From an optimization exercise on the open Yosys and OpenROAD flow, aimed at small area and a short achievable clock period; shortcuts taken in it are not production practice. Function was checked by simulation only, so behaviour that the tests miss may differ from the original. No activity file was given, so power comes from the tool's default toggle rates.

==> run B <==
==> flow/design.v <==
module mpu #(
  parameter integer NREG = 8
) (
  input  wire                    clk,
  input  wire                    rst_n,
  input  wire                    lock_in,
  input  wire                    prog_en,
  input  wire [$clog2(NREG)-1:0] prog_idx,
  input  wire [31:0]             prog_base,
  input  wire [31:0]             prog_limit,     
  input  wire [2:0]              prog_perm,      
  input  wire                    prog_user_ok,
  input  wire                    prog_is_ispace,
  input  wire [1:0]              cur_priv,       
  input  wire [31:0]             if_addr,
  output wire                    if_allow,
  output wire                    if_is_ispace,
  input  wire [31:0]             d_addr,
  input  wire                    d_is_store,
  output wire                    d_allow,
  output wire                    d_is_ispace
);
  function automatic ge32(input [31:0] a, input [31:0] b);
    reg [31:0] gt, pp;
    integer w, k;
    begin
      gt = a & ~b;
      pp = a | ~b;
      gt[0] = pp[0];
      for (w = 1; w < 32; w = w * 2)
        for (k = 0; k < 32; k = k + 2 * w) begin
          gt[k] = gt[k + w] | (pp[k + w] & gt[k]);
          pp[k] = pp[k + w] & pp[k];
        end
      ge32 = gt[0];
    end
  endfunction
  reg            lock_q;
  reg [NREG-1:0] valid;
  reg [31:0]     base  [NREG];
  reg [31:0]     limit [NREG];
  reg [NREG-1:0] perm_r, perm_w, perm_x, user_ok, is_ispace;
  wire wr = prog_en && !lock_q;
  always @(posedge clk or negedge rst_n) begin
    if (!rst_n) lock_q <= 1'b0; else lock_q <= lock_q | lock_in;
  end
  always @(posedge clk or negedge rst_n) begin
    if (!rst_n) valid <= '0;
    else if (wr) valid[prog_idx] <= 1'b1;
  end
  always @(posedge clk) begin
    if (wr) begin
      base[prog_idx]      <= prog_base;
      limit[prog_idx]     <= prog_limit;
      perm_r[prog_idx]    <= prog_perm[0];
      perm_w[prog_idx]    <= prog_perm[1];
      perm_x[prog_idx]    <= prog_perm[2];
      user_ok[prog_idx]   <= prog_user_ok;
      is_ispace[prog_idx] <= prog_is_ispace;
    end
  end
  wire sup = |cur_priv;
  reg [NREG-1:0] if_hit, d_hit;
  reg [NREG-1:0] if_ok, d_ok;
  integer i;
  always @* begin
    for (i = 0; i < NREG; i = i + 1) begin
      if_hit[i] = valid[i] && ge32(if_addr, base[i]) && ge32(limit[i], if_addr);
      d_hit[i]  = valid[i] && ge32(d_addr, base[i]) && ge32(limit[i], d_addr);
      if_ok[i]  = perm_x[i] && (sup || user_ok[i]);
      d_ok[i]   = (d_is_store ? perm_w[i] : perm_r[i]) && (sup || user_ok[i]);
    end
  end
  function automatic [1:0] pick8(input [7:0] hit, input [7:0] v);
    reg [7:0] h, x;
    integer w, k;
    begin
      h = hit;
      x = hit & v;
      for (w = 1; w < 8; w = w * 2)
        for (k = 0; k < 8; k = k + 2 * w) begin
          x[k] = x[k + w] | (~h[k + w] & x[k]);
          h[k] = h[k + w] | h[k];
        end
      pick8 = {h[0], x[0]};
    end
  endfunction
  wire [1:0] if_a = pick8(if_hit, if_ok);
  wire [1:0] if_s = pick8(if_hit, is_ispace);
  wire [1:0] d_a  = pick8(d_hit, d_ok);
  wire [1:0] d_s  = pick8(d_hit, is_ispace);
  assign if_allow     = if_a[0];
  assign if_is_ispace = if_s[0];
  assign d_allow      = d_a[0];
  assign d_is_ispace  = d_s[0];
endmodule
module harvos_mpu_pair (
  input  wire        clk,
  input  wire        rst_n,
  input  wire        smpuctl_lock,
  input  wire        mpu_prog_en,
  input  wire [2:0]  mpu_prog_idx,
  input  wire [31:0] mpu_prog_base,
  input  wire [31:0] mpu_prog_limit,
  input  wire [2:0]  mpu_prog_perm,       
  input  wire        mpu_prog_user_ok,
  input  wire        mpu_prog_is_ispace,
  input  wire [1:0]  cur_priv,
  input  wire [31:0] if_paddr,
  output wire        if_allow,
  output wire        if_is_ispace,
  input  wire [31:0] d_paddr,
  input  wire        d_is_store,
  output wire        d_allow,
  output wire        d_is_ispace
);
  mpu #(.NREG(8)) u_mpu (
    .clk            (clk),
    .rst_n          (rst_n),
    .lock_in        (smpuctl_lock),
    .prog_en        (mpu_prog_en),
    .prog_idx       (mpu_prog_idx),
    .prog_base      (mpu_prog_base),
    .prog_limit     (mpu_prog_limit),
    .prog_perm      (mpu_prog_perm),
    .prog_user_ok   (mpu_prog_user_ok),
    .prog_is_ispace (mpu_prog_is_ispace),
    .cur_priv       (cur_priv),
    .if_addr        (if_paddr),
    .if_allow       (if_allow),
    .if_is_ispace   (if_is_ispace),
    .d_addr         (d_paddr),
    .d_is_store     (d_is_store),
    .d_allow        (d_allow),
    .d_is_ispace    (d_is_ispace)
  );
endmodule
==> flow/flow/run.sh <==
#!/bin/bash
# Own layout flow: the standard layout, with the port buffers that
# global placement inserts made plain buf_2 cells (the resizer may upsize
# them later) instead of the delay-cell buffers ORFS picks by default.
set -euo pipefail
bash standard.sh synth > synth.log 2>&1
bash standard.sh finish "BUFFER_PORTS_ARGS=-buffer_cell sky130_fd_sc_hd__buf_2" > layout.log 2>&1
==> flow/standard.sh <==
#!/bin/bash
# synth_recipe.tcl (not shown) runs the flow's synth.tcl, then flattens the netlist and writes it again
# the make line also repeats each setting of config.mk as NAME=value (left out here)
make -C /OpenROAD-flow-scripts/flow DESIGN_CONFIG=/design/flow/config.mk WORK_HOME=/design/flow/orfs CLKGATE_MAP_FILE= SYNTH_SCRIPT=/design/flow/synth_recipe.tcl "${@:-finish}"
==> flow/config.mk <==
export PLATFORM = sky130hd
export DESIGN_NAME = harvos_mpu_pair
export DESIGN_NICKNAME = harvos_mpu_pair
export VERILOG_FILES = /design/flow/design.v
export SDC_FILE = /design/flow/constraint.sdc
export NUM_CORES = 4
export LEC_CHECK = 0
export ABC_AREA = 1
export CAP_MARGIN = 20
export CORE_MARGIN = 2
export CORE_UTILIZATION = 40
export CTS_BUF_LIST = sky130_fd_sc_hd__clkbuf_4 sky130_fd_sc_hd__clkbuf_8
export CTS_CLUSTER_DIAMETER = 50
export CTS_CLUSTER_SIZE = 20
export PLACE_DENSITY = 0.6
export SETUP_SLACK_MARGIN = 2.0
export SLEW_MARGIN = 20
==> flow/constraint.sdc <==
create_clock -name core_clock -period 7.0 [get_ports {clk}]
set_input_delay 1.4000 -clock core_clock [delete_from_list [all_inputs] [get_ports {clk}]]
set_output_delay 1.4000 -clock core_clock [all_outputs]
set_load 0.01 [all_outputs]
==> inputs of run H, as changes to run B <==
--- a/flow/design.v
+++ b/flow/design.v
@@ -73,15 +73,13 @@
   end
   function automatic [1:0] pick8(input [7:0] hit, input [7:0] v);
-    reg [7:0] h, x;
-    integer w, k;
+    reg x;
+    reg [7:0] above;
+    integer k;
     begin
-      h = hit;
-      x = hit & v;
-      for (w = 1; w < 8; w = w * 2)
-        for (k = 0; k < 8; k = k + 2 * w) begin
-          x[k] = x[k + w] | (~h[k + w] & x[k]);
-          h[k] = h[k + w] | h[k];
-        end
-      pick8 = {h[0], x[0]};
+      above[7] = 1'b0;
+      for (k = 6; k >= 0; k = k - 1) above[k] = above[k+1] | hit[k+1];
+      x = 1'b0;
+      for (k = 0; k < 8; k = k + 1) x = x | (hit[k] & v[k] & ~above[k]);
+      pick8 = {|hit, x};
     end
   endfunction
Settings changed: CORE_UTILIZATION 40 to 70, PLACE_DENSITY 0.6 to 0.85.
==> inputs of run M, as changes to run B <==
--- a/flow/design.v
+++ b/flow/design.v
@@ -21,17 +21,21 @@
   output wire                    d_is_ispace
 );
+  localparam integer RIP = 10;
   function automatic ge32(input [31:0] a, input [31:0] b);
     reg [31:0] gt, pp;
+    reg c;
     integer w, k;
     begin
       gt = a & ~b;
       pp = a | ~b;
-      gt[0] = pp[0];
-      for (w = 1; w < 32; w = w * 2)
-        for (k = 0; k < 32; k = k + 2 * w) begin
+      c = pp[0];
+      for (k = 1; k < RIP; k = k + 1)
+        c = gt[k] | (pp[k] & c);
+      for (w = 1; w < 32 - RIP; w = w * 2)
+        for (k = RIP; k + w < 32; k = k + 2 * w) begin
           gt[k] = gt[k + w] | (pp[k + w] & gt[k]);
           pp[k] = pp[k + w] & pp[k];
         end
-      ge32 = gt[0];
+      ge32 = gt[RIP] | (pp[RIP] & c);
     end
   endfunction
Settings changed: SETUP_SLACK_MARGIN 2.0 to 2.5.
==> comparison <==
Wire length: run M > run B > run H. Of run B and run H, run H has the higher sequential share of layout area (gap 1.7 points). Against run M, the global-route usage of run B is lower by 2.2 points. Cell count, lowest first: run H, run M, run B. Via count: run M < run B < run H. The lowest utilization belongs to run B, the highest to run H. In run M the total power is higher than in run H, by about 9%. The lowest non-clock buffer count belongs to run H, the highest to run M.
==> figures <==
metric	run M	run H	run B
Final area over synthesized area	1.1876x	1.1060x	1.1412x
Netlist area before placement	34970 µm²	35660 µm²	35990 µm²
Fraction of the yosys area taken by sequential cells	48.04%	47.12%	46.68%
Worst hold path class	flop to flop	input port to async pin	input port to async pin
Comb. pwr	1.12 mW	1.01 mW	1.02 mW
Core box area	86750 µm²	50170 µm²	89600 µm²
Outcome	complete, no violations	complete, no violations	complete, no violations
Register-to-register setup slack	3.31 ns	3.27 ns	3.69 ns
Met2 Use GR	46.03%	64.52%	45.41%
Pre-CTS setup slack	0.6410 ns	1.684 ns	1.319 ns
Highest achievable clock rate	192.9 MHz	200.6 MHz	201.0 MHz
Reg clk slew, reported paths	0.09 ns	0.11 ns	0.10 ns
Number of detailed-routing iterations run before antenna repair	6	17	8
Global-route met3 utilization	6.294%	16.20%	5.906%
Crit. path cell count	16	16	14
Vias in the first global route	30830	31260	31360
Routed length on met2	61660 µm	50710 µm	61400 µm

========
==> delta <==
Starts from the design.v that is shown in full above.
make LEC_CHECK=0 ABC_AREA=1 CAP_MARGIN=20 CORE_MARGIN=2 CORE_UTILIZATION=40 PLACE_DENSITY=0.6 SETUP_SLACK_MARGIN=2.5 SLEW_MARGIN=20 finish   # period 7.0 ns
run.sh (not shown) runs the stock make flow with config.mk's settings and CLKGATE_MAP_FILE= SYNTH_SCRIPT=/design/flow/synth_recipe.tcl, a recipe that flattens the netlist after the stock synthesis.
Stock flow here: none of the scripts above is used.
==> inputs of yarrow, as changes to delta <==
--- a/flow/design.v
+++ b/flow/design.v
@@ -23,3 +23,3 @@
   function automatic ge32(input [31:0] a, input [31:0] b);
-    reg [31:0] gt, pp;
+    reg [31:0] gt, ge;
     integer w, k;
@@ -27,10 +27,9 @@
       gt = a & ~b;
-      pp = a | ~b;
-      gt[0] = pp[0];
+      ge = a | ~b;
       for (w = 1; w < 32; w = w * 2)
         for (k = 0; k < 32; k = k + 2 * w) begin
-          gt[k] = gt[k + w] | (pp[k + w] & gt[k]);
-          pp[k] = pp[k + w] & pp[k];
+          ge[k] = gt[k + w] | (ge[k + w] & ge[k]);
+          gt[k] = gt[k + w] | (ge[k + w] & gt[k]);
         end
-      ge32 = gt[0];
+      ge32 = ge[0];
     end
@@ -73,24 +72,14 @@
   end
-  function automatic [1:0] pick8(input [7:0] hit, input [7:0] v);
-    reg [7:0] h, x;
-    integer w, k;
-    begin
-      h = hit;
-      x = hit & v;
-      for (w = 1; w < 8; w = w * 2)
-        for (k = 0; k < 8; k = k + 2 * w) begin
-          x[k] = x[k + w] | (~h[k + w] & x[k]);
-          h[k] = h[k + w] | h[k];
-        end
-      pick8 = {h[0], x[0]};
+  reg if_a, if_s, d_a, d_s;
+  always @* begin
+    if_a = 1'b0; if_s = 1'b0; d_a = 1'b0; d_s = 1'b0;
+    for (i = 0; i < NREG; i = i + 1) begin
+      if (if_hit[i]) begin if_a = if_ok[i]; if_s = is_ispace[i]; end
+      if (d_hit[i])  begin d_a = d_ok[i];   d_s = is_ispace[i]; end
     end
-  endfunction
-  wire [1:0] if_a = pick8(if_hit, if_ok);
-  wire [1:0] if_s = pick8(if_hit, is_ispace);
-  wire [1:0] d_a  = pick8(d_hit, d_ok);
-  wire [1:0] d_s  = pick8(d_hit, is_ispace);
-  assign if_allow     = if_a[0];
-  assign if_is_ispace = if_s[0];
-  assign d_allow      = d_a[0];
-  assign d_is_ispace  = d_s[0];
+  end
+  assign if_allow     = if_a;
+  assign if_is_ispace = if_s;
+  assign d_allow      = d_a;
+  assign d_is_ispace  = d_s;
 endmodule
--- a/flow/config.mk
+++ b/flow/config.mk
@@ -12,3 +12,3 @@
 export PLACE_DENSITY = 0.6
-export SETUP_SLACK_MARGIN = 2.5
+export SETUP_SLACK_MARGIN = 0.25
 export SLEW_MARGIN = 20
==> inputs of harbor, as changes to delta <==
--- a/flow/design.v
+++ b/flow/design.v
@@ -74,13 +74,11 @@
   function automatic [1:0] pick8(input [7:0] hit, input [7:0] v);
-    reg [7:0] h, x;
-    integer w, k;
+    reg x;
+    reg [7:0] above;
+    integer k;
     begin
-      h = hit;
-      x = hit & v;
-      for (w = 1; w < 8; w = w * 2)
-        for (k = 0; k < 8; k = k + 2 * w) begin
-          x[k] = x[k + w] | (~h[k + w] & x[k]);
-          h[k] = h[k + w] | h[k];
-        end
-      pick8 = {h[0], x[0]};
+      above[7] = 1'b0;
+      for (k = 6; k >= 0; k = k - 1) above[k] = above[k+1] | hit[k+1];
+      x = 1'b0;
+      for (k = 0; k < 8; k = k + 1) x = x | (hit[k] & v[k] & ~above[k]);
+      pick8 = {|hit, x};
     end
==> flow/flow/run.sh (new file) <==
#!/bin/bash
# Own layout flow: the standard layout, with the port buffers that
# global placement inserts made plain buf_2 cells (the resizer may upsize
# them later) instead of the delay-cell buffers ORFS picks by default.
set -euo pipefail
bash standard.sh synth > synth.log 2>&1
bash standard.sh finish "BUFFER_PORTS_ARGS=-buffer_cell sky130_fd_sc_hd__buf_2" > layout.log 2>&1
==> flow/standard.sh (new file) <==
#!/bin/bash
# synth_recipe.tcl (not shown) runs the flow's synth.tcl, then flattens the netlist and writes it again
# the make line also repeats each setting of config.mk as NAME=value (left out here)
make -C /OpenROAD-flow-scripts/flow DESIGN_CONFIG=/design/flow/config.mk WORK_HOME=/design/flow/orfs CLKGATE_MAP_FILE= SYNTH_SCRIPT=/design/flow/synth_recipe.tcl "${@:-finish}"
--- a/flow/config.mk
+++ b/flow/config.mk
@@ -10,5 +10,8 @@
 export CORE_MARGIN = 2
-export CORE_UTILIZATION = 40
-export PLACE_DENSITY = 0.6
-export SETUP_SLACK_MARGIN = 2.5
+export CORE_UTILIZATION = 50
+export CTS_BUF_LIST = sky130_fd_sc_hd__clkbuf_4 sky130_fd_sc_hd__clkbuf_8
+export CTS_CLUSTER_DIAMETER = 50
+export CTS_CLUSTER_SIZE = 20
+export PLACE_DENSITY = 0.7
+export SETUP_SLACK_MARGIN = 1.8
 export SLEW_MARGIN = 20
removed: flow/run.sh
==> notes <==
- Sequential power is about the same in harbor and delta.
- Wire length: harbor < yarrow < delta.
- Fmax, lowest first: yarrow, harbor, delta.
- The highest critical path depth belongs to delta, the lowest to yarrow.
- The lowest count of clock-buffer cells in the layout belongs to harbor, the highest to yarrow.
- Combinational power: harbor < yarrow < delta.
- Cell count, highest first: yarrow, delta, harbor.
==> figures <==
quantity	harbor	delta	yarrow
Area occupied by multi-input gates	15710 sq um	17830 sq um	18720 sq um
Non-clock buffer count in the final layout	200	444	248
Number of nets in the layout	4958	5431	5812
Data-path buffer share of cell area in the final layout	3.530%	9.900%	5.171%
Synthesized netlist cell count	4710	4932	5540
GRT met2 Usage	46.92%	48.77%	47.02%
Routed len/inst	21.27 um	22.40 um	20.53 um
Post-Synth Simple-Gate Area	26.62%	29.17%	28.35%
Pre-CTS setup slack	1.543 ns	0.6617 ns	0.6673 ns
Count of placed standard cells in the final layout, fillers left out	5811	6515	7001
Fraction of synthesized cell area taken by the top area cell type	46.49%	46.06%	42.38%
Result of the run	no timing/DRC/antenna violations	no timing/DRC/antenna violations	no timing/DRC/antenna violations
Placed Area	36740 sq um	38640 sq um	41800 sq um
Cell internal pwr	5150 uW	6155 uW	6253 uW
M3 GR Usage	7.704%	5.725%	3.463%

[static timing again, ports no longer ideal]
In the flow no input, the clock included, has a driving cell. The finished layouts below were timed again as built, in two steps. Step 1, drivers: a clkbuf_16 drives clk and a buf_2 each remaining input, both assumed. Step 2 adds t to the input delays and takes it off the output delays; t is the mean of the earliest and latest rising clock arrival at the registers after step 1. Input paths then give back, and output paths get back, about the clock's delay inside the block. a / b / c = no drivers / after step 1 / after step 2; a / b = the first two.
| run | shift t [ns] | setup WS [ns] | latest minus earliest clock arrival (ns) | worst register clock-pin slew, ns | pins driven straight from the clock port |
|---|---|---|---|---|---|
| run B | 0.801 | 2.024 / 1.947 / 1.947 | 0.053 / 0.052 | 0.10 / 0.10 | 1 |
| run H | 0.793 | 2.014 / 1.956 / 1.956 | 0.050 / 0.050 | 0.12 / 0.12 | 1 |
| run M | 0.793 | 1.817 / 1.789 / 1.789 | 0.051 / 0.051 | 0.10 / 0.10 | 1 |
| delta | 0.684 | 2.141 / 2.089 / 2.089 | 0.039 / 0.040 | 0.06 / 0.06 | 1 |
| yarrow | 0.712 | 0.619 / 0.586 / 0.586 | 0.027 / 0.027 | 0.06 / 0.06 | 1 |
| harbor | 0.754 | 1.845 / 1.822 / 1.822 | 0.044 / 0.045 | 0.10 / 0.10 | 1 |
After both steps every run listed still meets setup and hold. The setup slack of run B, which loses most, moves by -0.077 ns with the drivers and by -0.077 ns with both steps.
